Background: an optimization exercise with open tools, aiming at small area. Do not read the settings as production practice. Where RTL was checked, it was by simulation tests only, not by an equivalence proof against the original. The flow treats the clock pin as an ideal source. Dropping or thinning the clock tree relies on that and would not hold on a real chip. No activity file was given, so power comes from the tool's default toggle rates.

==> module ButtonController, before the edit <==
module ButtonController(
    input i_clk,
    input i_reset,
    input i_button,
    output o_release
    );
    localparam [19:0] S_0   = 20'b01101011001000111000;
    localparam [19:0] S_END = 20'b10110101100100011100;
    reg r_prevState;
    reg [19:0] r_lfsr;
    wire w_en   = i_button ^ r_prevState;
    wire w_term = &{r_lfsr[19], ~r_lfsr[18], r_lfsr[17], r_lfsr[16], ~r_lfsr[15], r_lfsr[14], ~r_lfsr[13], r_lfsr[12], r_lfsr[11], ~r_lfsr[10], ~r_lfsr[9], r_lfsr[8], ~r_lfsr[7], ~r_lfsr[6], ~r_lfsr[5], r_lfsr[4], r_lfsr[3], r_lfsr[2], ~r_lfsr[1]};
    wire w_fb   = ~(r_lfsr[19] ^ r_lfsr[2]) ^ w_term;
    assign o_release = w_en & w_term & r_prevState;
    always @(posedge i_clk or posedge i_reset) begin
        if (i_reset) begin
            r_prevState <= 1'b0;
            r_lfsr <= S_0;
        end
        else if (w_en) begin
            r_lfsr <= {r_lfsr[18:0], w_fb};
            if (w_term) r_prevState <= ~r_prevState;
        end
    end
endmodule
==> module FSM_Light, before the edit <==
module FSM_Light(
    input i_clk,
    input i_reset,
    input [2:0] i_button,
    output [4:1] o_level
    );
    reg [4:1] r_level;
    assign o_level = r_level;
    always @(posedge i_clk or posedge i_reset) begin
        if (i_reset)
            r_level <= 4'b0000;
        else if (i_button[0])
            r_level <= {r_level[3:1], 1'b1};
        else if (i_button[1])
            r_level <= {1'b0, r_level[4:2]};
        else if (i_button[2])
            r_level <= 4'b0000;
    end
endmodule
==> module MUX, before the edit <==
module MUX(
    input i_clk,
    input i_reset,
    input [4:1] i_x,
    input [4:1] i_level,
    output o_y
    );
    reg r_y;
    assign o_y = r_y;
    always @(posedge i_clk or posedge i_reset) begin
        if (i_reset)
            r_y <= 1'b0;
        else
            r_y <= i_level[1] & (i_x[1] | (i_level[2] & (i_x[2] | (i_level[3] & (i_x[3] | (i_level[4] & i_x[4]))))));
    end
endmodule
export LEC_CHECK = 0
export CAP_MARGIN = 20
export CORE_MARGIN = 2
export CORE_UTILIZATION = 40
export SLEW_MARGIN = 20
create_clock -name core_clock -period 10.0 [get_ports {i_clk}]
standard.sh (not shown) runs the stock make flow with config.mk's settings and CLKGATE_MAP_FILE= SYNTH_SCRIPT=/design/flow/synth_recipe.tcl, a recipe that flattens the netlist after the stock synthesis.
==> flow/flow/run.sh <==
#!/bin/bash
# The standard synthesis and layout (standard.sh), with these changes
# to how the layout is made:
#  - clock tree: three buf_12, each at the centre of an equal share of
#    the flip-flops, driven by the clock port (flow/pre_cts.tcl replaces
#    clock_tree_synthesis)
#  - after CTS, combinational cells and buffers go down to the smallest
#    drive strength that leaves no slew, cap or timing violation
#    (flow/post_cts.tcl)
#  - port buffers are buf_1; repair aims at the library's own cap and slew
#    limits; core utilization 70%
# ORFS writes each step's full log under orfs/logs/; this script's own
# output goes to flow_run.log.
set -euo pipefail
export FLOW_CLK_BUF=sky130_fd_sc_hd__buf_12
export FLOW_CLK_K=3
bash standard.sh \
  "PRE_CTS_TCL=$PWD/flow/pre_cts.tcl" "POST_CTS_TCL=$PWD/flow/post_cts.tcl" \
  "BUFFER_PORTS_ARGS=-buffer_cell sky130_fd_sc_hd__buf_1" \
  CAP_MARGIN=0 SLEW_MARGIN=0 CORE_UTILIZATION=70 \
  finish > flow_run.log 2>&1
Other scripts of this flow, unchanged in this note and not shown: flow/flow/post_cts.tcl, flow/flow/pre_cts.tcl
Next try:
--- a/flow/design.v
+++ b/flow/design.v
@@ -69,13 +69,13 @@
     input i_button,
     output o_release
     );
-    localparam [19:0] S_0   = 20'b01101011001000111000;
-    localparam [19:0] S_END = 20'b10110101100100011100;
+    localparam [19:0] S_0   = 20'b00000000110101100100;
+    localparam [19:0] S_END = 20'b10000001011010110010;
     reg r_prevState;
     reg [19:0] r_lfsr;
     wire w_en   = i_button ^ r_prevState;
-    wire w_term = &{r_lfsr[19], ~r_lfsr[18], r_lfsr[17], r_lfsr[16], ~r_lfsr[15], r_lfsr[14], ~r_lfsr[13], r_lfsr[12], r_lfsr[11], ~r_lfsr[10], ~r_lfsr[9], r_lfsr[8], ~r_lfsr[7], ~r_lfsr[6], ~r_lfsr[5], r_lfsr[4], r_lfsr[3], r_lfsr[2], ~r_lfsr[1]};
-    wire w_fb   = ~(r_lfsr[19] ^ r_lfsr[2]) ^ w_term;
+    wire w_term = &{r_lfsr[19], ~r_lfsr[18], ~r_lfsr[17], ~r_lfsr[16], ~r_lfsr[15], ~r_lfsr[14], ~r_lfsr[13], ~r_lfsr[11], r_lfsr[10], r_lfsr[9], ~r_lfsr[8], r_lfsr[7], ~r_lfsr[6], r_lfsr[5], r_lfsr[4], ~r_lfsr[3], ~r_lfsr[2], r_lfsr[1], ~r_lfsr[0]};
+    wire w_fb   = ~(r_lfsr[19] ^ r_lfsr[2]);
     assign o_release = w_en & w_term & r_prevState;
     always @(posedge i_clk or posedge i_reset) begin
         if (i_reset) begin
@@ -83,7 +83,7 @@
             r_lfsr <= S_0;
         end
         else if (w_en) begin
-            r_lfsr <= {r_lfsr[18:0], w_fb};
+            r_lfsr <= {r_lfsr[18:13], r_lfsr[12] ^ w_term, r_lfsr[11:0], w_fb};
             if (w_term) r_prevState <= ~r_prevState;
         end
     end
@@ -95,17 +95,23 @@
     input [2:0] i_button,
     output [4:1] o_level
     );
-    reg [4:1] r_level;
-    assign o_level = r_level;
+    reg [2:0] r_level;
+    wire w_top  = r_level[2] & ~r_level[0];    
+    wire w_up   = i_button[0] & ~w_top;
+    wire w_down = i_button[1] & ~w_up;
+    wire w_hold = ~(w_up | i_button[1] | i_button[2]);
+    assign o_level[1] = r_level[1] | r_level[0];
+    assign o_level[2] = r_level[1];
+    assign o_level[3] = r_level[2];
+    assign o_level[4] = r_level[2] & ~r_level[0];
     always @(posedge i_clk or posedge i_reset) begin
         if (i_reset)
-            r_level <= 4'b0000;
-        else if (i_button[0])
-            r_level <= {r_level[3:1], 1'b1};
-        else if (i_button[1])
-            r_level <= {1'b0, r_level[4:2]};
-        else if (i_button[2])
-            r_level <= 4'b0000;
+            r_level <= 3'b000;
+        else begin
+            r_level[0] <= (w_up & ~r_level[2]) | (w_down & r_level[1]) | (w_hold & r_level[0]);
+            r_level[1] <= (w_up & (r_level[1] | r_level[0])) | (w_down & r_level[2]) | (w_hold & r_level[1]);
+            r_level[2] <= (w_up & r_level[1]) | (w_down & r_level[2] & ~r_level[0]) | (w_hold & r_level[2]);
+        end
     end
 endmodule
 `timescale 1ns / 1ps
@@ -122,7 +128,7 @@
         if (i_reset)
             r_y <= 1'b0;
         else
-            r_y <= i_level[1] & (i_x[1] | (i_level[2] & (i_x[2] | (i_level[3] & (i_x[3] | (i_level[4] & i_x[4]))))));
+            r_y <= |(i_level & i_x);
     end
 endmodule
 `timescale 1ns / 1ps
Result:
- synthesized area is about the same
- clock skew is lower by 0.0043 ns
- clock power is about the same
- routed wire length is higher by about 6%
- combinational power is lower by about 3%
- synthesized cell count is higher by 2.0%
- worst setup slack loses 0.023 ns
- maximum frequency is lower by about 0.65%
- global-route usage is higher by 0.87 points
- sequential power is lower by about 3%
- cell area is higher by about 0.34%
- via count is higher by about 3.2%
- utilization is higher by 0.76 points
- power is lower by about 2.7%
No functional check of the RTL was part of the second run of this note. In every run of this note, the design's own scripts or RTL, not TritonCTS, make the clock network.

## static timing again, ports no longer ideal
In the flow no input, the clock included, has a driving cell. The finished layouts below were timed again as built, in two steps.
Step 1 (the two cells are an assumption about what drives the block):
set clk [get_ports {i_clk}]
set_driving_cell -lib_cell sky130_fd_sc_hd__clkbuf_16 $clk
set_driving_cell -lib_cell sky130_fd_sc_hd__buf_2 [delete_from_list [all_inputs] $clk]
Step 2, shift: input delay + t, output delay - t, t = (earliest + latest rising clock arrival at the registers) / 2. This alone moves slack from input paths to output paths.
Slacks: no drivers / after step 1 / after step 2; pairs: no drivers / after step 1.
run | t (ns) | setup slack, ns | worst setup path at the end | worst data-port slew with drivers (ns) | pins driven straight from the clock port
the first run | 0.203 | 6.535 / 6.580 / 6.377 | input to register | 0.03 | 3
the second run | 0.202 | 6.512 / 6.549 / 6.348 | input to register | 0.03 | 3
After both steps setup and hold are still met in every run listed. The setup slack of the second run, which loses most, moves by +0.037 ns with the drivers and by -0.164 ns with both steps.
